This is an optimization exercise on Yosys and OpenROAD, whose aim is small area, not a production implementation. Function was checked by simulation only, so behaviour that the tests miss may differ from the original. Power and IR drop assume default switching activity.

===== flow/run.sh =====
#!/bin/bash
# synth_recipe.tcl (not shown) runs the flow's synth.tcl, then flattens the netlist and writes it again
# the make line also repeats each setting of config.mk as NAME=value (left out here)
make -C /OpenROAD-flow-scripts/flow DESIGN_CONFIG=/design/flow/config.mk WORK_HOME=/design/flow/orfs CLKGATE_MAP_FILE= SYNTH_SCRIPT=/design/flow/synth_recipe.tcl finish

===== flow/config.mk =====
export PLATFORM = sky130hd
export DESIGN_NAME = vga_top
export DESIGN_NICKNAME = vga_top
export VERILOG_FILES = /design/flow/design.v
export SDC_FILE = /design/flow/constraint.sdc
export NUM_CORES = 4
export LEC_CHECK = 0
export CAP_MARGIN = 20
export CORE_MARGIN = 2
export CORE_UTILIZATION = 40
export SLEW_MARGIN = 20

===== flow/constraint.sdc =====
create_clock -name core_clock -period 12.0 [get_ports {ClkPort}]
set_input_delay 2.4000 -clock core_clock [delete_from_list [all_inputs] [get_ports {ClkPort}]]
set_output_delay 2.4000 -clock core_clock [all_outputs]
set_load 0.01 [all_outputs]

===== flow/design.v =====
`timescale 1ns / 1ps
module display_controller(
	input clk,
	input rst,
	output hSync, vSync,
	output reg bright,
	output reg[9:0] hCount, 
	output reg [9:0] vCount  
	);
	always @ (posedge clk)
		begin
		if (rst)
			begin
			hCount <= 0;
			vCount <= 0;
			end
		else if (hCount < 10'd799)  
			begin
			hCount <= hCount + 1;
			end
		else if (vCount < 10'd524)  
			begin
			hCount <= 0;
			vCount <= vCount + 1;
			end
		else
			begin
			hCount <= 0;
			vCount <= 0;
			end
		end
	assign hSync = (hCount < 96) ? 0:1;
	assign vSync = (vCount < 2) ? 0:1;
	always @(posedge clk)
		begin
		if (rst)
			bright <= 0;
		else if(hCount > 10'd143 && hCount < 10'd784 && vCount > 10'd34 && vCount < 10'd516)
			bright <= 1;
		else
			bright <= 0;
		end	
endmodule
`timescale 1ns / 1ps
module block_controller(
	input clk,   
	input tick,  
	input bright,
	input rst,
	input up, input down, input left, input right,
	input [9:0] hCount, vCount,
	output reg [11:0] rgb,
	output reg [11:0] background,
	output reg [11:0] health,
	output reg [15:0] score
   );
	reg [3:0] state; 
	localparam
    	START		    =   4'b0001,
	    GAME	        =   4'b0010,
	    WIN	            =   4'b0100,
	    LOSE 	        =   4'b1000;
	wire block_fill;
	wire pipe_fill;
	wire pipe_fill_long;
	wire pipe_fill_3;
	wire coin_fill;
	wire coin2_fill;
	wire coin3_fill;
	wire coin4_fill;
	wire coin5_fill;
	wire coin6_fill;
	wire coin7_fill;
	wire coin8_fill;
	wire coin9_fill;
	wire coin10_fill;
	wire coin11_fill;
	wire coin12_fill;
	wire coin13_fill;
	wire coin14_fill;
	wire coin15_fill;
	wire coin16_fill;
	wire coin17_fill;
	wire coin18_fill;
	wire coin19_fill;
	wire coin20_fill;
	wire coin21_fill;
	wire coin22_fill;
	wire coin23_fill;
	wire coin24_fill;
	wire coin25_fill;
	wire coin26_fill;
	wire coin27_fill;
	wire coin28_fill;
	wire ground_fill;
	wire floating_block_fill;
	wire cloud_fill2;
	wire cloud_fill3;
	wire cloud_fill4;
	wire brick_fill;
	wire brick2_fill;
	wire brick3_fill;
	wire brick4_fill;
	wire brick5_fill;
	wire brick6_fill;
	wire goomba_fill;
	wire flag_fill;
	wire goal_fill;
	reg jump_flag;
	reg [9:0] counter;
	reg [9:0] prevcounter;
    reg count;
	reg [6:0] coin_count;
	reg coin_flag;
	reg coin_flag2;
	reg coin_flag3;
	reg coin_flag4;
	reg coin_flag5;
	reg coin_flag6;
	reg coin_flag7;
	reg coin_flag8;
	reg coin_flag9;
	reg coin_flag10;
	reg score_flag;
	reg fall_flag;
	reg [9:0] xpos, ypos;
    reg [10:0] pipe_xpos, pipe_ypos;
	reg [9:0] cloud_xpos, cloud_ypos;
	reg [10:0] brick_xpos, brick_ypos;
	reg [10:0] coin_xpos, coin_ypos;
	reg [10:0] goomba_xpos, goomba_ypos;
	reg goomba_flag;
	reg [10:0] goal_xpos, goal_ypos; 
	reg [10:0] flag_xpos, flag_ypos;
    parameter SPRITE_WIDTH = 50;
    parameter SPRITE_HEIGHT = 100;
	parameter FLAG_WIDTH = 5;
	parameter FLAG_HEIGHT = 100;
    parameter GOAL_WIDTH = 80;
    parameter GOAL_HEIGHT = 60;
	parameter GROUND_WIDTH = 800;
	parameter GROUND_HEIGHT = 50;
	parameter BRICK_WIDTH = 50;
	parameter BRICK_HEIGHT = 20;
	parameter COIN_WIDTH = 6;
	parameter COIN_HEIGHT = 6;
	parameter GOOMBA_WIDTH = 10;
	parameter GOOMBA_HEIGHT = 10;
	parameter RED   = 12'b1111_0000_0000;
	parameter GREEN = 12'b0000_1111_0000;
	parameter WHITE = 12'b1111_1111_1111;
	parameter BROWN = 12'b1100_0010_0000;
	parameter YELLOW = 12'b1111_1111_0000;
	parameter SKYBLUE = 12'b0000_1111_1111;
	always@ (*) begin
    	if(~bright )	 
			rgb = 12'b0000_0000_0000;
		else if (block_fill) 
			rgb = RED;  
		else if (pipe_fill)
			rgb = 12'b0000_1111_0000;  
		else if (pipe_fill_long)
			rgb = GREEN;  
		else if (pipe_fill_3)
			rgb = GREEN;  
		else if (floating_block_fill)
			rgb = WHITE;
		else if (cloud_fill2)
			rgb = WHITE;
		else if (cloud_fill3)
			rgb = WHITE;
		else if (cloud_fill4)
			rgb = WHITE;
		else if (brick_fill)
			rgb = BROWN;
		else if (brick2_fill)
			rgb = BROWN;
		else if (brick3_fill)
			rgb = BROWN;
		else if (brick4_fill)
			rgb = BROWN;
		else if (brick5_fill)
			rgb = BROWN;
		else if (brick6_fill)
			rgb = BROWN;
		else if (goal_fill)
			rgb = BROWN;
		else if (flag_fill)
			rgb = WHITE;  
		else if (coin_fill)
			begin
				if(coin_flag == 1)
					rgb = 12'b0000_1111_1111;
				else  
					rgb = YELLOW;
			end
		else if (coin2_fill) 
			begin
				if(coin_flag == 1)
					rgb = 12'b0000_1111_1111;
				else  
					rgb = YELLOW;
			end
		else if (coin3_fill) 
			begin
				if(coin_flag == 1)
					rgb = 12'b0000_1111_1111;
				else  
					rgb = YELLOW;
			end
		else if (coin4_fill) 
			begin
				if(coin_flag2 == 1)
					rgb = 12'b0000_1111_1111;
				else  
					rgb = YELLOW;
			end
		else if (coin5_fill) 
			begin
				if(coin_flag2 == 1)
					rgb = 12'b0000_1111_1111;
				else  
					rgb = YELLOW;
			end
		else if (coin6_fill) 
			begin
				if(coin_flag2 == 1)
					rgb = 12'b0000_1111_1111;
				else  
					rgb = YELLOW;
			end
		else if (coin7_fill) 
			begin
				if(coin_flag3 == 1)
					rgb = 12'b0000_1111_1111;
				else  
					rgb = YELLOW;
			end
		else if (coin8_fill) 
			begin
				if(coin_flag3 == 1)
					rgb = 12'b0000_1111_1111;
				else  
					rgb = YELLOW;
			end
		else if (coin9_fill) 
			begin
				if(coin_flag3 == 1)
					rgb = 12'b0000_1111_1111;
				else  
					rgb = YELLOW;
			end
		else if (coin10_fill) 
			begin
				if(coin_flag4 == 1)
					rgb = 12'b0000_1111_1111;
				else  
					rgb = YELLOW;
			end
		else if (coin11_fill) 
			begin
				if(coin_flag4 == 1)
					rgb = 12'b0000_1111_1111;
				else  
					rgb = YELLOW;
			end
		else if (coin12_fill) 
			begin
				if(coin_flag4 == 1)
					rgb = 12'b0000_1111_1111;
				else  
					rgb = YELLOW;
			end
		else if (coin13_fill) 
			begin
				if(coin_flag5 == 1)
					rgb = 12'b0000_1111_1111;
				else  
					rgb = YELLOW;
			end
		else if (coin14_fill) 
			begin
				if(coin_flag5 == 1)
					rgb = 12'b0000_1111_1111;
				else  
					rgb = YELLOW;
			end
		else if (coin15_fill) 
			begin
				if(coin_flag5 == 1)
					rgb = 12'b0000_1111_1111;
				else  
					rgb = YELLOW;
			end
		else if (coin16_fill) 
			begin
				if(coin_flag6 == 1)
					rgb = 12'b0000_1111_1111;
				else  
					rgb = YELLOW;
			end
		else if (coin17_fill) 
			begin
				if(coin_flag6 == 1)
					rgb = 12'b0000_1111_1111;
				else  
					rgb = YELLOW;
			end
		else if (coin18_fill) 
			begin
				if(coin_flag6 == 1)
					rgb = 12'b0000_1111_1111;
				else  
					rgb = YELLOW;
			end
		else if (coin19_fill) 
			begin
				if(coin_flag7 == 1)
					rgb = 12'b0000_1111_1111;
				else  
					rgb = YELLOW;
			end
		else if (coin20_fill) 
			begin
				if(coin_flag7 == 1)
					rgb = 12'b0000_1111_1111;
				else  
					rgb = YELLOW;
			end
		else if (coin21_fill) 
			begin
				if(coin_flag8 == 1)
					rgb = 12'b0000_1111_1111;
				else  
					rgb = YELLOW;
			end
		else if (coin22_fill) 
			begin
				if(coin_flag8 == 1)
					rgb = 12'b0000_1111_1111;
				else  
					rgb = YELLOW;
			end
		else if (coin23_fill) 
			begin
				if(coin_flag9 == 1)
					rgb = 12'b0000_1111_1111;
				else  
					rgb = YELLOW;
			end
		else if (coin24_fill) 
			begin
				if(coin_flag9 == 1)
					rgb = 12'b0000_1111_1111;
				else  
					rgb = YELLOW;
			end
		else if (coin25_fill) 
			begin
				if(coin_flag9 == 1)
					rgb = 12'b0000_1111_1111;
				else  
					rgb = YELLOW;
			end
		else if (coin26_fill) 
			begin
				if(coin_flag10 == 1)
					rgb = 12'b0000_1111_1111;
				else  
					rgb = YELLOW;
			end
		else if (coin27_fill) 
			begin
				if(coin_flag10 == 1)
					rgb = 12'b0000_1111_1111;
				else  
					rgb = YELLOW;
			end
		else if (coin28_fill) 
			begin
				if(coin_flag10 == 1)
					rgb = 12'b0000_1111_1111;
				else  
					rgb = YELLOW;
			end
		else if (goomba_fill)
			rgb = BROWN;
		else if (vCount >= 450)
			rgb = BROWN;
		else	
			rgb=background;
	end
	assign block_fill = vCount>=(ypos-5) && vCount<=(ypos+5) && hCount>=(xpos-5) && hCount<=(xpos+5);
	assign coin_fill  = (vCount >= (coin_ypos + 60)) && (vCount <= (coin_ypos + 60) + COIN_HEIGHT) && (hCount >= (515 - coin_xpos)) && (hCount <= ((515 - coin_xpos) + COIN_WIDTH));
	assign coin2_fill = (vCount >= (coin_ypos + 60)) && (vCount <= ((coin_ypos + 60) + COIN_HEIGHT)) && (hCount >= (525 - coin_xpos)) && (hCount <= (525 - coin_xpos) + COIN_WIDTH);
	assign coin3_fill = (vCount >= (coin_ypos + 60)) && (vCount <= ((coin_ypos + 60) + COIN_HEIGHT)) && (hCount >= (535 - coin_xpos)) && (hCount <= (535 - coin_xpos) + COIN_WIDTH);
	assign coin4_fill = (vCount >= (coin_ypos + 50)) && (vCount <= ((coin_ypos + 50) + COIN_HEIGHT)) && (hCount >= (625 - coin_xpos)) && (hCount <= ((625 - coin_xpos) + COIN_WIDTH));
	assign coin5_fill = (vCount >= (coin_ypos + 50)) && (vCount <= ((coin_ypos + 50) + COIN_HEIGHT)) && (hCount >= (635 - coin_xpos)) && (hCount <= ((635 - coin_xpos) + COIN_WIDTH));
	assign coin6_fill = (vCount >= (coin_ypos + 50)) && (vCount <= ((coin_ypos + 50) + COIN_HEIGHT)) && (hCount >= (645 - coin_xpos)) && (hCount <= ((645 - coin_xpos) + COIN_WIDTH));
	assign coin7_fill = (vCount >= (coin_ypos + 130)) && (vCount <= ((coin_ypos + 130) + COIN_HEIGHT)) && (hCount >= (695 - coin_xpos)) && (hCount <= ((695 - coin_xpos) + COIN_WIDTH));
	assign coin8_fill = (vCount >= (coin_ypos + 130)) && (vCount <= ((coin_ypos + 130) + COIN_HEIGHT)) && (hCount >= (705 - coin_xpos)) && (hCount <= ((705 - coin_xpos) + COIN_WIDTH));
	assign coin9_fill = (vCount >= (coin_ypos + 130)) && (vCount <= ((coin_ypos + 130) + COIN_HEIGHT)) && (hCount >= (715 - coin_xpos)) && (hCount <= ((715 - coin_xpos) + COIN_WIDTH));
	assign coin10_fill = (vCount >= (coin_ypos + 50)) && (vCount <= ((coin_ypos + 50) + COIN_HEIGHT)) && (hCount >= (775 - coin_xpos)) && (hCount <= ((775 - coin_xpos) + COIN_WIDTH));
	assign coin11_fill = (vCount >= (coin_ypos + 50)) && (vCount <= ((coin_ypos + 50) + COIN_HEIGHT)) && (hCount >= (785 - coin_xpos)) && (hCount <= ((785 - coin_xpos) + COIN_WIDTH));
	assign coin12_fill = (vCount >= (coin_ypos + 50)) && (vCount <= ((coin_ypos + 50) + COIN_HEIGHT)) && (hCount >= (795 - coin_xpos)) && (hCount <= ((795 - coin_xpos) + COIN_WIDTH));
	assign coin13_fill = (vCount >= (coin_ypos - 50)) && (vCount <= ((coin_ypos - 50) + COIN_HEIGHT)) && (hCount >= (875 - coin_xpos)) && (hCount <= ((875 - coin_xpos) + COIN_WIDTH));
	assign coin14_fill = (vCount >= (coin_ypos - 50)) && (vCount <= ((coin_ypos - 50) + COIN_HEIGHT)) && (hCount >= (885 - coin_xpos)) && (hCount <= ((885 - coin_xpos) + COIN_WIDTH));
	assign coin15_fill = (vCount >= (coin_ypos - 50)) && (vCount <= ((coin_ypos - 50) + COIN_HEIGHT)) && (hCount >= (895 - coin_xpos)) && (hCount <= ((895 - coin_xpos) + COIN_WIDTH));
	assign coin16_fill = (vCount >= (coin_ypos + 110)) && (vCount <= ((coin_ypos + 110) + COIN_HEIGHT)) && (hCount >= (865 - coin_xpos)) && (hCount <= ((865 - coin_xpos) + COIN_WIDTH));
	assign coin17_fill = (vCount >= (coin_ypos + 110)) && (vCount <= ((coin_ypos + 110) + COIN_HEIGHT)) && (hCount >= (885 - coin_xpos)) && (hCount <= ((885 - coin_xpos) + COIN_WIDTH));
	assign coin18_fill = (vCount >= (coin_ypos + 110)) && (vCount <= ((coin_ypos + 110) + COIN_HEIGHT)) && (hCount >= (905 - coin_xpos)) && (hCount <= ((905 - coin_xpos) + COIN_WIDTH));
	assign coin19_fill = (vCount >= (coin_ypos - 10)) && (vCount <= ((coin_ypos - 10) + COIN_HEIGHT)) && (hCount >= (965 - coin_xpos)) && (hCount <= ((965 - coin_xpos) + COIN_WIDTH));
	assign coin20_fill = (vCount >= (coin_ypos - 10)) && (vCount <= ((coin_ypos - 10) + COIN_HEIGHT)) && (hCount >= (975 - coin_xpos)) && (hCount <= ((975 - coin_xpos) + COIN_WIDTH));
	assign coin21_fill = (vCount >= (coin_ypos - 60)) && (vCount <= ((coin_ypos - 60) + COIN_HEIGHT)) && (hCount >= (1035 - coin_xpos)) && (hCount <= ((1035 - coin_xpos) + COIN_WIDTH));
	assign coin22_fill = (vCount >= (coin_ypos - 60)) && (vCount <= ((coin_ypos - 60) + COIN_HEIGHT)) && (hCount >= (1045 - coin_xpos)) && (hCount <= ((1045 - coin_xpos) + COIN_WIDTH));
	assign coin23_fill = (vCount >= (coin_ypos - 10)) && (vCount <= ((coin_ypos - 10) + COIN_HEIGHT)) && (hCount >= (715 - coin_xpos)) && (hCount <= ((715 - coin_xpos) + COIN_WIDTH));
	assign coin24_fill = (vCount >= (coin_ypos - 10)) && (vCount <= ((coin_ypos - 10) + COIN_HEIGHT)) && (hCount >= (725 - coin_xpos)) && (hCount <= ((725 - coin_xpos) + COIN_WIDTH));
	assign coin25_fill = (vCount >= (coin_ypos - 10)) && (vCount <= ((coin_ypos - 10) + COIN_HEIGHT)) && (hCount >= (735 - coin_xpos)) && (hCount <= ((735 - coin_xpos) + COIN_WIDTH));
	assign coin26_fill = (vCount >= (coin_ypos + 40)) && (vCount <= ((coin_ypos + 40) + COIN_HEIGHT)) && (hCount >= (365 - coin_xpos)) && (hCount <= ((365 - coin_xpos) + COIN_WIDTH));
	assign coin27_fill = (vCount >= (coin_ypos + 40)) && (vCount <= ((coin_ypos + 40) + COIN_HEIGHT)) && (hCount >= (375 - coin_xpos)) && (hCount <= ((375 - coin_xpos) + COIN_WIDTH));
	assign coin28_fill = (vCount >= (coin_ypos + 40)) && (vCount <= ((coin_ypos + 40) + COIN_HEIGHT)) && (hCount >= (385 - coin_xpos)) && (hCount <= ((385 - coin_xpos) + COIN_WIDTH));
	assign pipe_fill = (vCount >= pipe_ypos) && (vCount <= (pipe_ypos + SPRITE_HEIGHT)) && (hCount >= (610 - pipe_xpos)) && (hCount <= ((610 - pipe_xpos) + SPRITE_WIDTH));
	assign pipe_fill_long = (vCount >= pipe_ypos) && (vCount <= (pipe_ypos + SPRITE_HEIGHT)) && (hCount >= (760 - pipe_xpos)) && (hCount <= ((760 - pipe_xpos) + SPRITE_WIDTH));
	assign pipe_fill_3 = (vCount >= pipe_ypos) && (vCount <= (pipe_ypos + SPRITE_HEIGHT)) && (hCount >= (960 - pipe_xpos)) && (hCount <= ((960 - pipe_xpos) + SPRITE_WIDTH));
	assign floating_block_fill = (vCount >= cloud_ypos-5) && (vCount <= cloud_ypos+5) && (hCount >= cloud_xpos - 20) && (hCount <= cloud_xpos + 20);
	assign cloud_fill2 = (vCount >= (cloud_ypos - 80)) && (vCount <= (cloud_ypos - 80) + 10) && (hCount >= (cloud_xpos + 120) - 25) && (hCount <= (cloud_xpos + 120) + 25);
	assign cloud_fill3 = (vCount >= (cloud_ypos - 5)) && (vCount <= (cloud_ypos - 5) + 10) && (hCount >= (cloud_xpos + 200) - 15) && (hCount <= (cloud_xpos + 200) + 15);
	assign cloud_fill4 = (vCount >= (cloud_ypos + 40)) && (vCount <= (cloud_ypos + 40) + 10) && (hCount >= (cloud_xpos + 100) - 15) && (hCount <= (cloud_xpos + 100) + 15);
	assign brick_fill  = (vCount >= (brick_ypos + 60)) && (vCount <= ((brick_ypos + 60) + BRICK_HEIGHT)) && (hCount >= (500 - brick_xpos)) && (hCount <= ((500 - brick_xpos) + BRICK_WIDTH));
	assign brick2_fill = (vCount >= (brick_ypos - 10)) && (vCount <= ((brick_ypos - 10) + BRICK_HEIGHT)) && (hCount >= (700 - brick_xpos)) && (hCount <= ((700 - brick_xpos) + BRICK_WIDTH));
	assign brick3_fill = (vCount >= (brick_ypos - 40)) && (vCount <= ((brick_ypos - 40) + BRICK_HEIGHT)) && (hCount >= (820 - brick_xpos)) && (hCount <= ((820 - brick_xpos) + (BRICK_WIDTH + 80)));
	assign brick4_fill = (vCount >= brick_ypos) && (vCount <= (brick_ypos + BRICK_HEIGHT)) && (hCount >= (950 - brick_xpos)) && (hCount <= ((950 - brick_xpos) + BRICK_WIDTH));
	assign brick5_fill = (vCount >= (brick_ypos - 50)) && (vCount <= ((brick_ypos - 50) + BRICK_HEIGHT)) && (hCount >= (1050 - brick_xpos)) && (hCount <= ((1050 - brick_xpos) + (BRICK_WIDTH - 20)));
	assign brick6_fill  = (vCount >= (brick_ypos + 40)) && (vCount <= ((brick_ypos + 40) + BRICK_HEIGHT)) && (hCount >= (350 - brick_xpos)) && (hCount <= ((350 - brick_xpos) + (BRICK_WIDTH + 60)));
	assign goomba_fill = (vCount >= (goomba_ypos-10)) && (vCount <= (goomba_ypos + 10)) && (hCount >= (780 - goomba_xpos) - 10) && (hCount <= ((780 - goomba_xpos) + 10));
	assign goal_fill = (vCount >= goal_ypos) && (vCount <= (goal_ypos + GOAL_HEIGHT)) && (hCount >= (1250 - goal_xpos)) && (hCount <= ((1250 - goal_xpos) + GOAL_WIDTH));
	assign flag_fill = (vCount >= flag_ypos) && (vCount <= (flag_ypos + FLAG_HEIGHT)) && (hCount >= (1290 - flag_xpos)) && (hCount <= ((1290 - flag_xpos) + FLAG_WIDTH));
	always@(posedge clk) 
	begin
		if(rst)
		begin 
			state <= START;
						xpos <= 400;  
						ypos <= 450;  
						cloud_xpos <= 450;
						cloud_ypos <= 150;
						brick_xpos <= 0;
						brick_ypos <= 300;
						pipe_xpos <= 0;
						pipe_ypos <= 350; 
						coin_xpos <= 0;
						coin_ypos <= 290; 
						coin_flag <= 0;
						coin_flag2 <= 0;
						coin_flag3 <= 0;
						coin_flag4 <= 0;
						coin_flag5 <= 0;
						coin_flag6 <= 0;
						coin_flag7 <= 0;
						coin_flag8 <= 0;
						coin_flag9 <= 0;
						coin_flag10 <= 0;
						score <= 0;
						goomba_xpos <= 820;
						goomba_ypos <= 440;
						goomba_flag <= 0;
						health <= 4'b0001;
						goal_xpos <= 0;
						goal_ypos <= 390;
						flag_xpos <= 0;
						flag_ypos <= 290;
						counter <= 0;
						jump_flag <= 0;
						prevcounter <= 0;
						score_flag <= 0;
						coin_count <= 0;
		end
		else if (tick) begin
			case (state)
				START:
					begin
						state <= GAME;
						xpos <= 400;  
						ypos <= 450;  
						cloud_xpos <= 450;
						cloud_ypos <= 150;
						brick_xpos <= 0;
						brick_ypos <= 300;
						pipe_xpos <= 0;
						pipe_ypos <= 350; 
						coin_xpos <= 0;
						coin_ypos <= 290; 
						coin_flag <= 0;
						coin_flag2 <= 0;
						coin_flag3 <= 0;
						coin_flag4 <= 0;
						coin_flag5 <= 0;
						coin_flag6 <= 0;
						coin_flag7 <= 0;
						coin_flag8 <= 0;
						coin_flag9 <= 0;
						coin_flag10 <= 0;
						score <= 0;
						goomba_xpos <= 820;
						goomba_ypos <= 440;
						goomba_flag <= 0;
						health <= 4'b0001;
						goal_xpos <= 0;
						goal_ypos <= 390;
						flag_xpos <= 0;
						flag_ypos <= 290;
						counter <= 0;
						jump_flag <= 0;
						prevcounter <= 0;
						score_flag <= 0;
						coin_count <= 0;
					end
				GAME:
					begin
						if(health == 0)
							state <= LOSE;
						if(xpos == (1290 - flag_xpos))
							state <= WIN;
						cloud_xpos <= cloud_xpos - 1;
						if(right) begin
							pipe_xpos <= pipe_xpos + 2;
							brick_xpos <= brick_xpos + 2; 
							coin_xpos <= coin_xpos + 2;
							goal_xpos <= goal_xpos + 2;
							flag_xpos <= flag_xpos + 2;
							goomba_xpos <= goomba_xpos + 2;
							if((xpos == (610 - pipe_xpos)) && (ypos > pipe_ypos))  
								begin
									pipe_xpos <= pipe_xpos;
									brick_xpos <= brick_xpos;
									coin_xpos <= coin_xpos;
									goal_xpos <= goal_xpos;
									flag_xpos <= flag_xpos;
								end 
							if((xpos == (760 - pipe_xpos)) && (ypos > pipe_ypos))
								begin
									pipe_xpos <= pipe_xpos;
									brick_xpos <= brick_xpos;
									coin_xpos <= coin_xpos;
									goal_xpos <= goal_xpos;
									flag_xpos <= flag_xpos;
								end 
							if((xpos == (960 - pipe_xpos)) && (ypos > pipe_ypos))
								begin
									pipe_xpos <= pipe_xpos;
									brick_xpos <= brick_xpos;
									coin_xpos <= coin_xpos;
									goal_xpos <= goal_xpos;
									flag_xpos <= flag_xpos;
								end 
							if((xpos == (1250 - goal_xpos)) && (ypos > goal_ypos))
								begin
									pipe_xpos <= pipe_xpos;
									brick_xpos <= brick_xpos;
									coin_xpos <= coin_xpos;
									goal_xpos <= goal_xpos;
									flag_xpos <= flag_xpos;
								end 
							if((xpos == (350 - brick_xpos)) && ((ypos >= (brick_ypos + 40)) && (ypos <= ((brick_ypos + 40) + BRICK_HEIGHT))))  
								begin
									pipe_xpos <= pipe_xpos;
									brick_xpos <= brick_xpos;
									coin_xpos <= coin_xpos;
									goal_xpos <= goal_xpos;
									flag_xpos <= flag_xpos;
								end
							if((xpos == (500 - brick_xpos)) && ((ypos >= (brick_ypos + 60)) && (ypos <= ((brick_ypos + 60) + BRICK_HEIGHT))))  
								begin
									pipe_xpos <= pipe_xpos;
									brick_xpos <= brick_xpos;
									coin_xpos <= coin_xpos;
									goal_xpos <= goal_xpos;
									flag_xpos <= flag_xpos;
								end 
							if((xpos == (700 - brick_xpos)) && ((ypos >= (brick_ypos - 10)) && (ypos <= ((brick_ypos - 10) + BRICK_HEIGHT))))  
								begin
									pipe_xpos <= pipe_xpos;
									brick_xpos <= brick_xpos;
									coin_xpos <= coin_xpos;
									goal_xpos <= goal_xpos;
									flag_xpos <= flag_xpos;
								end
							if((xpos == (820 - brick_xpos)) && ((ypos >= (brick_ypos - 40)) && (ypos <= ((brick_ypos - 40) + BRICK_HEIGHT))))  
								begin
									pipe_xpos <= pipe_xpos;
									brick_xpos <= brick_xpos;
									coin_xpos <= coin_xpos;
									goal_xpos <= goal_xpos;
									flag_xpos <= flag_xpos;
								end 
							if((xpos == (950 - brick_xpos)) && ((ypos >= (brick_ypos)) && (ypos <= ((brick_ypos) + BRICK_HEIGHT))))  
								begin
									pipe_xpos <= pipe_xpos;
									brick_xpos <= brick_xpos;
									coin_xpos <= coin_xpos;
									goal_xpos <= goal_xpos;
									flag_xpos <= flag_xpos;
								end 
							if((xpos == (1050 - brick_xpos)) && ((ypos >= (brick_ypos - 50)) && (ypos <= ((brick_ypos - 50) + BRICK_HEIGHT))))  
								begin
									pipe_xpos <= pipe_xpos;
									brick_xpos <= brick_xpos;
									coin_xpos <= coin_xpos;
									goal_xpos <= goal_xpos;
									flag_xpos <= flag_xpos;
								end				
						end
						else if(left) begin
						    if (pipe_xpos >= 2)
							    pipe_xpos <= pipe_xpos - 2;
							if (brick_xpos >= 2)
    							brick_xpos <= brick_xpos - 2; 
    						if (coin_xpos >= 2)
						        coin_xpos <= coin_xpos - 2;
							if (goal_xpos >= 2)
						        goal_xpos <= goal_xpos - 2;
							if (flag_xpos >= 2)
						        flag_xpos <= flag_xpos - 2;
							if(goomba_xpos >= 2)
								goomba_xpos <= goomba_xpos - 2;
							if((xpos == ((610 - pipe_xpos) + SPRITE_WIDTH)) && (ypos > pipe_ypos))
								begin
									pipe_xpos <= pipe_xpos;
									brick_xpos <= brick_xpos;
									coin_xpos <= coin_xpos;
									goal_xpos <= goal_xpos;
									flag_xpos <= flag_xpos;
								end 
							if((xpos == ((760 - pipe_xpos) + SPRITE_WIDTH)) && (ypos > pipe_ypos))
								begin
									pipe_xpos <= pipe_xpos;
									brick_xpos <= brick_xpos;
									coin_xpos <= coin_xpos;
									goal_xpos <= goal_xpos;
									flag_xpos <= flag_xpos;
								end 
							if((xpos == ((960 - pipe_xpos) + SPRITE_WIDTH)) && (ypos > pipe_ypos))
								begin
									pipe_xpos <= pipe_xpos;
									brick_xpos <= brick_xpos;
									coin_xpos <= coin_xpos;
									goal_xpos <= goal_xpos;
									flag_xpos <= flag_xpos;
								end 
							if((xpos == ((1250 - goal_xpos) + GOAL_WIDTH)) && (ypos > goal_ypos))
								begin
									pipe_xpos <= pipe_xpos;
									brick_xpos <= brick_xpos;
									coin_xpos <= coin_xpos;
									goal_xpos <= goal_xpos;
									flag_xpos <= flag_xpos;
								end 
							if((xpos == ((350 - brick_xpos)  + BRICK_WIDTH)) && ((ypos >= (brick_ypos + 40)) && (ypos <= ((brick_ypos + 40) + BRICK_HEIGHT))))  
								begin
									pipe_xpos <= pipe_xpos;
									brick_xpos <= brick_xpos;
									coin_xpos <= coin_xpos;
									goal_xpos <= goal_xpos;
									flag_xpos <= flag_xpos;
								end
							if((xpos == ((500 - brick_xpos) + BRICK_WIDTH)) && ((ypos >= (brick_ypos + 60)) && (ypos <= ((brick_ypos + 60) + BRICK_HEIGHT))))  
								begin
									pipe_xpos <= pipe_xpos;
									brick_xpos <= brick_xpos;
									coin_xpos <= coin_xpos;
									goal_xpos <= goal_xpos;
									flag_xpos <= flag_xpos;
								end 
							if((xpos == ((700 - brick_xpos) + BRICK_WIDTH)) && ((ypos >= (brick_ypos - 10)) && (ypos <= ((brick_ypos - 10) + BRICK_HEIGHT))))  
								begin
									pipe_xpos <= pipe_xpos;
									brick_xpos <= brick_xpos;
									coin_xpos <= coin_xpos;
									goal_xpos <= goal_xpos;
									flag_xpos <= flag_xpos;
								end
							if((xpos == ((820 - brick_xpos) + BRICK_WIDTH)) && ((ypos >= (brick_ypos - 40)) && (ypos <= ((brick_ypos - 40) + BRICK_HEIGHT))))  
								begin
									pipe_xpos <= pipe_xpos;
									brick_xpos <= brick_xpos;
									coin_xpos <= coin_xpos;
									goal_xpos <= goal_xpos;
									flag_xpos <= flag_xpos;
								end 
							if((xpos == ((950 - brick_xpos) + BRICK_WIDTH)) && ((ypos >= (brick_ypos)) && (ypos <= ((brick_ypos) + BRICK_HEIGHT))))  
								begin
									pipe_xpos <= pipe_xpos;
									brick_xpos <= brick_xpos;
									coin_xpos <= coin_xpos;
									goal_xpos <= goal_xpos;
									flag_xpos <= flag_xpos;
								end 
							if((xpos == ((1050 - brick_xpos) + BRICK_WIDTH)) && ((ypos >= (brick_ypos - 50)) && (ypos <= ((brick_ypos - 50) + (BRICK_HEIGHT - 20)))))  
								begin
									pipe_xpos <= pipe_xpos;
									brick_xpos <= brick_xpos;
									coin_xpos <= coin_xpos;
									goal_xpos <= goal_xpos;
									flag_xpos <= flag_xpos;
								end
						end
						else if(up) begin
							jump_flag = 1;
							if(ypos==34)
								ypos<=514;	
						end
						else if(down) begin
							ypos <= ypos + 2;
							jump_flag = 0;
							if(((xpos > (610 - pipe_xpos)) && (xpos < ((610 - pipe_xpos) + SPRITE_WIDTH))) && (ypos == pipe_ypos))
								ypos <= ypos;
							if(((xpos > (760 - pipe_xpos)) && (xpos < ((760 - pipe_xpos) + SPRITE_WIDTH))) && (ypos == pipe_ypos))
								ypos <= ypos;
							if(((xpos > (960 - pipe_xpos)) && (xpos < ((960 - pipe_xpos) + SPRITE_WIDTH))) && (ypos == pipe_ypos))
								ypos <= ypos;
							if(((xpos > (1250 - goal_xpos)) && (xpos < ((1250 - goal_xpos) + GOAL_WIDTH))) && (ypos == goal_ypos))
								ypos <= ypos;
							if(((xpos > (350 - brick_xpos)) && (xpos < ((350 - brick_xpos)  + (BRICK_WIDTH + 60)))) && (ypos == (brick_ypos + 40)))
								ypos <= ypos;
							if(((xpos > (500 - brick_xpos)) && (xpos < ((500 - brick_xpos) + BRICK_WIDTH))) && (ypos == (brick_ypos + 60)))
								ypos <= ypos;
							if(((xpos > (700 - brick_xpos)) && (xpos < ((700 - brick_xpos) + BRICK_WIDTH))) && (ypos == (brick_ypos - 10)))
								ypos <= ypos;
							if(((xpos > (820 - brick_xpos)) && (xpos < ((820 - brick_xpos)  + (BRICK_WIDTH + 80)))) && (ypos == (brick_ypos - 40)))
								ypos <= ypos;
							if(((xpos > (950 - brick_xpos)) && (xpos < ((950 - brick_xpos)  + BRICK_WIDTH))) && (ypos == brick_ypos))
								ypos <= ypos;
							if(((xpos > (1050 - brick_xpos)) && (xpos < ((1050 - brick_xpos) + BRICK_WIDTH))) && (ypos == (brick_ypos - 50)))
								ypos <= ypos;
							if(ypos > 450)
								ypos <= ypos;
							if(ypos==514)
								ypos<=34;		
						end
			if (jump_flag == 1 && counter < prevcounter + 128)
                begin 
                    ypos <= ypos - 1;
                    counter = counter + 1;
					if(((xpos > (350 - brick_xpos))  && (xpos < ((350 - brick_xpos)  + (BRICK_WIDTH + 60)))) && (ypos == ((brick_ypos + 40) + BRICK_HEIGHT)))
								ypos <= ypos;
                    if(((xpos > (500 - brick_xpos))  && (xpos < ((500 - brick_xpos)  + BRICK_WIDTH))) && (ypos == ((brick_ypos + 60) + BRICK_HEIGHT)))
								ypos <= ypos;
					if(((xpos > (700 - brick_xpos))  && (xpos < ((700 - brick_xpos)  + BRICK_WIDTH))) && (ypos == ((brick_ypos - 10) + BRICK_HEIGHT)))
								ypos <= ypos;
					if(((xpos > (820 - brick_xpos))  && (xpos < ((820 - brick_xpos)  + (BRICK_WIDTH + 80)))) && (ypos == ((brick_ypos - 40) + BRICK_HEIGHT)))
								ypos <= ypos;
					if(((xpos > (950 - brick_xpos))  && (xpos < ((950 - brick_xpos)  + BRICK_WIDTH))) && (ypos == (brick_ypos + BRICK_HEIGHT)))
								ypos <= ypos;
					if(((xpos > (1050 - brick_xpos)) && (xpos < ((1050 - brick_xpos) + BRICK_WIDTH))) && (ypos == ((brick_ypos - 50) + BRICK_HEIGHT)))
								ypos <= ypos;
                end
            if (counter == prevcounter + 127)
                begin 
                    jump_flag <= 0;
                end
            if (jump_flag == 0 && counter >= 1)
                begin 
                    ypos <= ypos + 1;
                    if(((xpos > (610 - pipe_xpos)) && (xpos < ((610 - pipe_xpos) + SPRITE_WIDTH))) && (ypos == pipe_ypos))
								begin
									ypos <= ypos;
									prevcounter<= counter;
								end
					else if(((xpos > (760 - pipe_xpos)) && (xpos < ((760 - pipe_xpos) + SPRITE_WIDTH))) && (ypos == pipe_ypos))
								begin
									ypos <= ypos;
									prevcounter<= counter;
								end
					else if(((xpos > (960 - pipe_xpos)) && (xpos < ((960 - pipe_xpos) + SPRITE_WIDTH))) && (ypos == pipe_ypos))
								begin
									ypos <= ypos;
									prevcounter<= counter;
								end
					else if(((xpos > (1250 - goal_xpos)) && (xpos < ((1250 - goal_xpos) + GOAL_WIDTH))) && (ypos <= (goal_ypos + GOAL_HEIGHT)))
								begin
									ypos <= ypos;
									prevcounter<= counter;
								end
					else if(((xpos > (350 - brick_xpos)) && (xpos < ((350 - brick_xpos)  + (BRICK_WIDTH + 60)))) && (ypos == (brick_ypos + 40)))
								begin
									ypos <= ypos;
									prevcounter<= counter;
								end		
					else if(((xpos > (500 - brick_xpos)) && (xpos < ((500 - brick_xpos) + BRICK_WIDTH))) && (ypos == (brick_ypos + 60)))
								begin
									ypos <= ypos;
									prevcounter<= counter;
								end
					else if(((xpos > (700 - brick_xpos)) && (xpos < ((700 - brick_xpos) + BRICK_WIDTH))) && (ypos == (brick_ypos - 10)))
								begin
									ypos <= ypos;
									prevcounter<= counter;
								end
					else if(((xpos > (820 - brick_xpos)) && (xpos < ((820 - brick_xpos)  + (BRICK_WIDTH + 80)))) && (ypos == (brick_ypos - 40)))
								begin
									ypos <= ypos;
									prevcounter<= counter;
								end
					else if(((xpos > (950 - brick_xpos))  && (xpos < ((950 - brick_xpos)  + BRICK_WIDTH))) && (ypos == brick_ypos))
								begin
									ypos <= ypos;
									prevcounter<= counter;
								end
					else if(((xpos > (1050 - brick_xpos)) && (xpos < ((1050 - brick_xpos) + BRICK_WIDTH))) && (ypos == (brick_ypos - 50)))
								begin
									ypos <= ypos;
									prevcounter <= counter;
								end
					else 
						counter = counter - 1;
						prevcounter <= counter;
					if(ypos > 450)
					begin 
						ypos <= ypos;
						prevcounter <= 0;
					end 
                end
						if(goomba_xpos == (960 - pipe_xpos))
							goomba_flag <= 1;
						if((xpos == goomba_xpos) && (ypos > goomba_ypos))
								health <= health - 1;
						if(goomba_flag == 0)
							goomba_xpos <= goomba_xpos + 1;
						else begin
							goomba_xpos <= goomba_xpos - 1;
							if(goomba_xpos == ((760 - pipe_xpos) + SPRITE_WIDTH))
								goomba_flag <= 0;
						end
						if(((xpos > (350 - brick_xpos)) && (xpos < ((350 - brick_xpos)  + (BRICK_WIDTH + 60)))) && (ypos == (brick_ypos + 40)))
							begin
								coin_flag10 <= 1;
								score_flag <= 1;
							end
						if(((xpos > (500 - brick_xpos)) && (xpos < ((500 - brick_xpos) + BRICK_WIDTH))) && (ypos == (brick_ypos + 60)))
							begin
								coin_flag <= 1;
								score_flag <= 1;
							end
						if(((xpos > (610 - pipe_xpos)) && (xpos < ((610 - pipe_xpos) + SPRITE_WIDTH))) && (ypos == pipe_ypos))
							begin
								coin_flag2 <= 1;
								score_flag <= 1;
							end
						if((xpos == (760 - pipe_xpos)) && (ypos > pipe_ypos))
							begin
								coin_flag3 <= 1;
								score_flag <= 1;
							end
						if(((xpos > (760 - pipe_xpos)) && (xpos < ((760 - pipe_xpos) + SPRITE_WIDTH))) && (ypos == pipe_ypos))
							begin
								coin_flag4 <= 1;
								score_flag <= 1;
							end
						if(((xpos > (820 - brick_xpos)) && (xpos < ((820 - brick_xpos)  + (BRICK_WIDTH + 80)))) && (ypos == (brick_ypos - 40)))
							begin
								coin_flag5 <= 1;
								score_flag <= 1;
							end
						if((xpos == (960 - pipe_xpos)) && (ypos > pipe_ypos))
							begin
								coin_flag6 <= 1;
								score_flag <= 1;
							end
						if(((xpos > (950 - brick_xpos))  && (xpos < ((950 - brick_xpos)  + BRICK_WIDTH))) && (ypos == brick_ypos))
							begin
								coin_flag7 <= 1;
								score_flag <= 1;
							end
						if(((xpos > (1050 - brick_xpos)) && (xpos < ((1050 - brick_xpos) + BRICK_WIDTH))) && (ypos == (brick_ypos - 50)))
							begin
								coin_flag8 <= 1;
								score_flag <= 1;
							end
						if(((xpos > (700 - brick_xpos)) && (xpos < ((700 - brick_xpos) + BRICK_WIDTH))) && (ypos == (brick_ypos - 10)))
							begin
								coin_flag9 <= 1;
								score_flag <= 1;
							end
						if(score_flag == 1)
							begin
								coin_count <= coin_count + 1;
								if(coin_count == 15)
									begin
										score <= score + 10;
										score_flag <= 0;
										coin_count <= 0;
									end
							end
					end
				LOSE:
					begin 
						state <= START;
					end
				WIN:
					begin 
						state <= START;
					end
			endcase
		end
	end
	always@(posedge clk) begin
		if(rst)
			background <= 12'b0000_1111_1111;
		else if (tick)
			if(right)
				background <= 12'b0000_1111_1111;
			else if(left)
				background <= 12'b0000_1111_1111;
			else if(down)
				background <= 12'b0000_1111_1111;
			else if(up)
				background <= 12'b0000_1111_1111;
	end
endmodule
`timescale 1ns / 1ps
module vga_top(
	input ClkPort,  
	input BtnC,     
	input BtnU,
	input BtnR,
	input BtnL,
	input BtnD,
	output hSync, vSync,
	output [3:0] vgaR, vgaG, vgaB,
	output An0, An1, An2, An3, An4, An5, An6, An7,
	output Ca, Cb, Cc, Cd, Ce, Cf, Cg, Dp,
	output MemOE, MemWR, RamCS, QuadSpiFlashCS
	);
	wire Reset;
	assign Reset=BtnC;
	wire bright;
	wire[9:0] hc, vc;
	wire[15:0] score;
	wire[11:0] health;
	wire up,down,left,right;
	wire [3:0] anode;
	wire [11:0] rgb;
	wire rst;
	reg [3:0]	SSD;
	wire [3:0] SSD7, SSD6, SSD5, SSD4, SSD3, SSD2, SSD1, SSD0;
	reg [7:0]  	SSD_CATHODES;
	wire [2:0] 	ssdscan_clk;
	reg [11:0]	DIV_CLK;
	always @ (posedge ClkPort)  
	begin : CLOCK_DIVIDER
      if (Reset)
			DIV_CLK <= 0;
	  else
			DIV_CLK <= DIV_CLK + 1'b1;
	end
	wire move_tick;
	assign move_tick = (DIV_CLK == 12'h7FF);  
	wire [11:0] background;
	display_controller dc(.clk(ClkPort), .rst(Reset), .hSync(hSync), .vSync(vSync), .bright(bright), .hCount(hc), .vCount(vc));
	block_controller sc(.clk(ClkPort), .tick(move_tick), .bright(bright), .rst(BtnC), .up(BtnU), .down(BtnD),.left(BtnL),.right(BtnR),.hCount(hc), .vCount(vc), .rgb(rgb), .background(background), .health(health), .score(score));
	assign vgaR = rgb[11 : 8];
	assign vgaG = rgb[7  : 4];
	assign vgaB = rgb[3  : 0];
	assign {MemOE, MemWR, RamCS, QuadSpiFlashCS} = 4'b1111;
	assign SSD0 = health[3:0];
	assign SSD1 = 4'b0000;
	assign SSD2 = 4'b0000;
	assign SSD3 = 4'b0000;
	assign SSD4 = score[3:0];
	assign SSD5 = score[7:4];
	assign SSD6 = score[11:8];
	assign SSD7 = score[15:12];
	assign ssdscan_clk = DIV_CLK[11:9];
	assign An0	= ~(~(ssdscan_clk[2]) && ~(ssdscan_clk[1]) && ~(ssdscan_clk[0]));   
	assign An1	= ~(~(ssdscan_clk[2]) && ~(ssdscan_clk[1]) &&  (ssdscan_clk[0]));   
	assign An2	= ~(~(ssdscan_clk[2]) &&  (ssdscan_clk[1]) && ~(ssdscan_clk[0]));   
	assign An3	= ~(~(ssdscan_clk[2]) &&  (ssdscan_clk[1]) &&  (ssdscan_clk[0]));
	assign An4	= ~( (ssdscan_clk[2]) && ~(ssdscan_clk[1]) && ~(ssdscan_clk[0]));   
	assign An5	= ~( (ssdscan_clk[2]) && ~(ssdscan_clk[1]) &&  (ssdscan_clk[0]));   
	assign An6	= ~( (ssdscan_clk[2]) &&  (ssdscan_clk[1]) && ~(ssdscan_clk[0]));   
	assign An7	= ~( (ssdscan_clk[2]) &&  (ssdscan_clk[1]) &&  (ssdscan_clk[0]));   
	always @ (ssdscan_clk, SSD0, SSD1, SSD2, SSD3, SSD4, SSD5, SSD6, SSD7)
	begin : SSD_SCAN_OUT
		case (ssdscan_clk) 
				  3'b000: SSD = SSD0;
				  3'b001: SSD = SSD1;
				  3'b010: SSD = SSD2;
				  3'b011: SSD = SSD3;
				  3'b100: SSD = SSD4;
				  3'b101: SSD = SSD5;
				  3'b110: SSD = SSD6;
				  3'b111: SSD = SSD7;
		endcase 
	end
	always @ (SSD) 
	begin : HEX_TO_SSD
		case (SSD)  
			4'b0000: SSD_CATHODES = 8'b00000011;  
			4'b0001: SSD_CATHODES = 8'b10011111;  
			4'b0010: SSD_CATHODES = 8'b00100101;  
			4'b0011: SSD_CATHODES = 8'b00001101;  
			4'b0100: SSD_CATHODES = 8'b10011001;  
			4'b0101: SSD_CATHODES = 8'b01001001;  
			4'b0110: SSD_CATHODES = 8'b01000001;  
			4'b0111: SSD_CATHODES = 8'b00011111;  
			4'b1000: SSD_CATHODES = 8'b00000001;  
			4'b1001: SSD_CATHODES = 8'b00001001;  
			4'b1010: SSD_CATHODES = 8'b00010001;  
			4'b1011: SSD_CATHODES = 8'b11000001;  
			4'b1100: SSD_CATHODES = 8'b01100011;  
			4'b1101: SSD_CATHODES = 8'b10000101;  
			4'b1110: SSD_CATHODES = 8'b01100001;  
			4'b1111: SSD_CATHODES = 8'b01110001;  
			default: SSD_CATHODES = 8'b11111111;  
		endcase
	end	
	assign {Ca, Cb, Cc, Cd, Ce, Cf, Cg, Dp} = {SSD_CATHODES};
endmodule

==> run summary <==
## cell families after synthesis
logic type	count (synthesis)	synth area share (%)
buffers and inverters	597	5.15
XOR/XNOR	631	11.9
AND/OR/NAND/NOR	2415	26.8
flip-flops	185	7.91
multiplexers	62	1.44
adder cells (fa/ha/maj)	915	24.5
AO/OA/AOI/OAI	1532	22.4
other	1	0.00801
## routing by layer
layer  up-vias  track usage [%]  wire [um]  share of wire [%]
li1      23100                -          -                  -
met1     22900             37.8      76600                 44
met2      2000             43.8      74300                 43
met3       420             4.33      14100                8.1
met4         0             12.0       8380                4.8
met5         -                0          0                  0
## state kept, by name, summed over array words and instances, names as in the netlist, 11 cells and up
| signal | count |
|---|---|
| DIV_CLK | 12 |
| sc.score | 15 |
| sc.health | 12 |
| sc.goomba_xpos | 11 |
## metrics by stage
stage	util (%)	instances	instance area [sq um]
floorplan	-	6342	46800
global placement	41.8	7674	48500
detailed placement	41.8	7674	48500
CTS	42.3	7706	49100
global route	42.3	7707	49100
finish	42.3	7707	49100
## worst register-to-register path: cells and delay by family, from the launching register on
kind	cells	cell delay, ns
buf+inv	4	1.28
xor+xnor	1	0.57
compound gates	9	3.15
flops	1	0.32
fa+ha+maj	2	0.80
simple gates	6	1.77
## area by class of cell
cell class | instances | area [sq um]
inverters | 272 | 1020
clock buffers | 18 | 450
clock inverters | 14 | 165
multi-input cells | 5560 | 40700
flip-flops and latches | 185 | 3740
repair buffers | 133 | 1110
well taps | 1524 | 1910
diodes | 1 | 2.50
fillers | 12000 | 66900
## power groups by stage
stage               Clock [W]  Sequential, W  Combinational, W
floorplan                   0       0.000634         0.0000808
global placement            0       0.000632          0.000130
detailed placement          0       0.000632          0.000131
CTS                  0.000657       0.000617          0.000132
global route         0.000673       0.000618          0.000144
finish               0.000638       0.000617          0.000135
## synth_stat cells (all sizes together) (27+ instances only)
master | n | area share, %
nand3b | 45 | 0.72
nor3 | 210 | 2.3
a211oi | 52 | 0.88
a21oi | 320 | 3.5
o21a | 120 | 1.9
dfxtp | 185 | 7.9
ha | 913 | 24
and3 | 45 | 0.60
nor2 | 535 | 4.3
o2111ai | 37 | 0.69
nor3b | 27 | 0.43
a31oi | 63 | 0.84
o21ai | 312 | 3.3
nand4 | 158 | 2.1
nor2b | 82 | 1.1
nand4b | 28 | 0.56
or2 | 49 | 0.66
nand2b | 100 | 1.3
nor4 | 87 | 1.2
and2 | 57 | 0.76
clkbuf | 196 | 1.6
buf | 129 | 1.4
a2111oi | 32 | 0.69
nand2 | 480 | 3.9
a21o | 154 | 2.5
o31ai | 30 | 0.48
xnor2 | 451 | 8.5
nor4b | 30 | 0.56
or3 | 105 | 1.4
mux2i | 39 | 0.83
o211ai | 60 | 0.96
xor2 | 180 | 3.4
inv | 265 | 2.1
or4 | 32 | 0.51
nand3 | 275 | 3.0
o21bai | 27 | 0.43
## worst max path at each step
stage	from	end	slack, ns	cells past startpoint
finish	sc.brick_xpos[1]$_SDFFE_PP0P_	vgaB[0]	0.60	19
global route	sc.brick_xpos[1]$_SDFFE_PP0P_	vgaB[2]	0.37	19
CTS	sc.brick_xpos[1]$_SDFFE_PP0P_	vgaB[3]	0.76	19
detailed placement	sc.brick_xpos[1]$_SDFFE_PP0P_	vgaB[3]	1.34	19
global placement	sc.brick_xpos[1]$_SDFFE_PP0P_	vgaB[2]	1.48	19
floorplan	sc.pipe_xpos[1]$_SDFFE_PP0P_	vgaB[1]	3.52	22
==> impl_results.md <==
- Number of top-level pins: 40
- Final setup viols: 0
- IO buf count: 34
- Post-CTS sizing: 0
- TritonCTS buffer count: 17
- Total power: 0.00139 W
- Comb pwr share: 9.7%
- Hold WS: 0.450 ns
- CP arrival: 9.00 ns
- Clock share of power: 45.9%
- Pre-CTS setup slack: 1.34 ns
- Critical path's most frequent cell: ha_1
- Top Family by Delay on Critical Path: simple AND/OR/NAND/NOR gates
- Pleak: 21.3 nW
- FF-to-FF path depth: 22
- Period Utilization, post-route: 95.0%
- CP max stage cell: nor4_1
- Worst Hold Class: reg2reg
- Reg power frac: 44.4%
- DRT Pass-1 Iters: 6
- CP endpoint kind: output pin
- Initial Util: 40.3%
- Final #Nets: 7089
- Core Area: 0.116 sq mm
- Synthesis-to-finish area growth: 4.99%
- Num rows: 125
- Synth Warn #: 3
- Postcts setup bufs: 0
- Slowest cell delay on critical path: 0.93 ns
- Fmax: 0.0877 GHz
- Cts hold-fix bufs: 0
- Reg-to-Reg End: sc.pipe_xpos[9]$_SDFFE_PP0P_
- Cell Area, Synth: 0.0468 sq mm
- P_sw: 0.000422 W
- First-pass GRT wire length: 267000 um
- Setup total negative slack: 0 ns
- Final hold violations: 0
- Seq cells post-synth: 185
- Slew Limit Fails: 0
- CP Launch Type: flip-flop
- Post-synth ARST share: 0%
- Crit-path max FO: 19
- CTS max path bufs: 2
- Worst Path Buf+Inv: 3
- Worst-margin pin slew: 1.29 ns
- Sequential element share of the synthesized area: 7.91%
- Max VDD drop: 97.1 uV
- Clock slew at reported path FFs: 0.09 ns
- Hold Crit Depth: 2
- Vias: 48400
- Commonest non-fill, non-tap cells in the layout: ha_1, nor2_1, nand2_1
- Die height: 346 um
- Detail-routed net length per standard cell: 22.5 um
- Critical hold path startpoint: sc.prevcounter[4]$_SDFFE_PP0P_
- Worst Skew: 0.0258 ns
- CP Cell Sequence: clkinv_1 -> ha_1 -> inv_1 -> ha_1 -> nand2_1 -> and2_1 -> a21oi_1 -> nand3_1 -> ha_1 -> or4b_2 -> or4_1 -> a311o_1 -> o2111ai_1 -> o221ai_1 -> nor4_1 -> and3b_1 -> nand3_1 -> o21ai_0 -> clkdlybuf4s50_1
- Cell variety after synth: 114
- Drt total wl: 173000 um
- Die width: 346 um
- Clock latency on the worst-skew pair: 0.53 ns
- Share of cells above drive strength 1: 4.76%
- RSZ-0062 raised after global routing: no
- Leading register cell type out of synthesis: dfxtp_1
- DRC: 0
- WP data required: 9.60 ns
- Final RePlAce weighted congestion: 1.01
- Die ar.: 0.120 sq mm
- Count of maximum capacitance violations: 0
- Syn_area_per_cell: 7.38 sq um
- PD cells: 28.3 mW/mm^2
- Final min period: 11.40 ns
- H-tree Lvls: 4
- PnR worst setup slack: 0.600 ns
- Root Driver: clkbuf_16
- GRT Residual Overflow: 0
- Post-synth EDFFs: 0
- Status: complete, no violations
- CTS tree: built
- Reg2reg start: sc.pipe_xpos[1]$_SDFFE_PP0P_
- Worst R2R Setup Slack: 4.00 ns
- Avg Vias per Cell: 6.29
- GRT Overall Usage: 27.9%
- Internal: 0.000968 W
- Sw Share: 30.4%
- Hold worst-path end: sc.prevcounter[4]$_SDFFE_PP0P_
- CTS sink cnt: 185
- Critical setup path kind: reg2out
- Vias in the first global route: 45100
- Number of DRC markers in iteration 0: 4923
- Synth Instances: 6338
- Commonest non-fill, non-tap cell in the layout: ha_1
- Initial antenna violation count: 3
- Slew headroom: 13.3%
- DP Wirelength: 132000 um
- Largest net degree at the start of global routing: 81
- Post-DRT Antenna Nets: 0

-- afterwards: timing with drivers on the ports --
In the flow no input, the clock included, has a driving cell. The finished layout below was timed again as built, in two steps.
Step 1 (the two cells are an assumption about what drives the block):
set clk [get_ports {ClkPort}]
set_driving_cell -lib_cell sky130_fd_sc_hd__clkbuf_16 $clk
set_driving_cell -lib_cell sky130_fd_sc_hd__buf_2 [delete_from_list [all_inputs] $clk]
Step 2 times the ports against the registers' clock, not the clock port: input delays grow and output delays shrink by t, the midpoint of the rising clock arrivals with the driver on.
Three values: ideal, step 1, step 2; two values: the first two.
t, ns: 0.586
slack for setup (ns): 0.600 / 0.532 / 1.118
clock arrival spread, ns: 0.026 / 0.026
After both steps this run still meets setup and hold. The setup slack of this run moves by -0.068 ns with the drivers and by +0.518 ns with both steps.
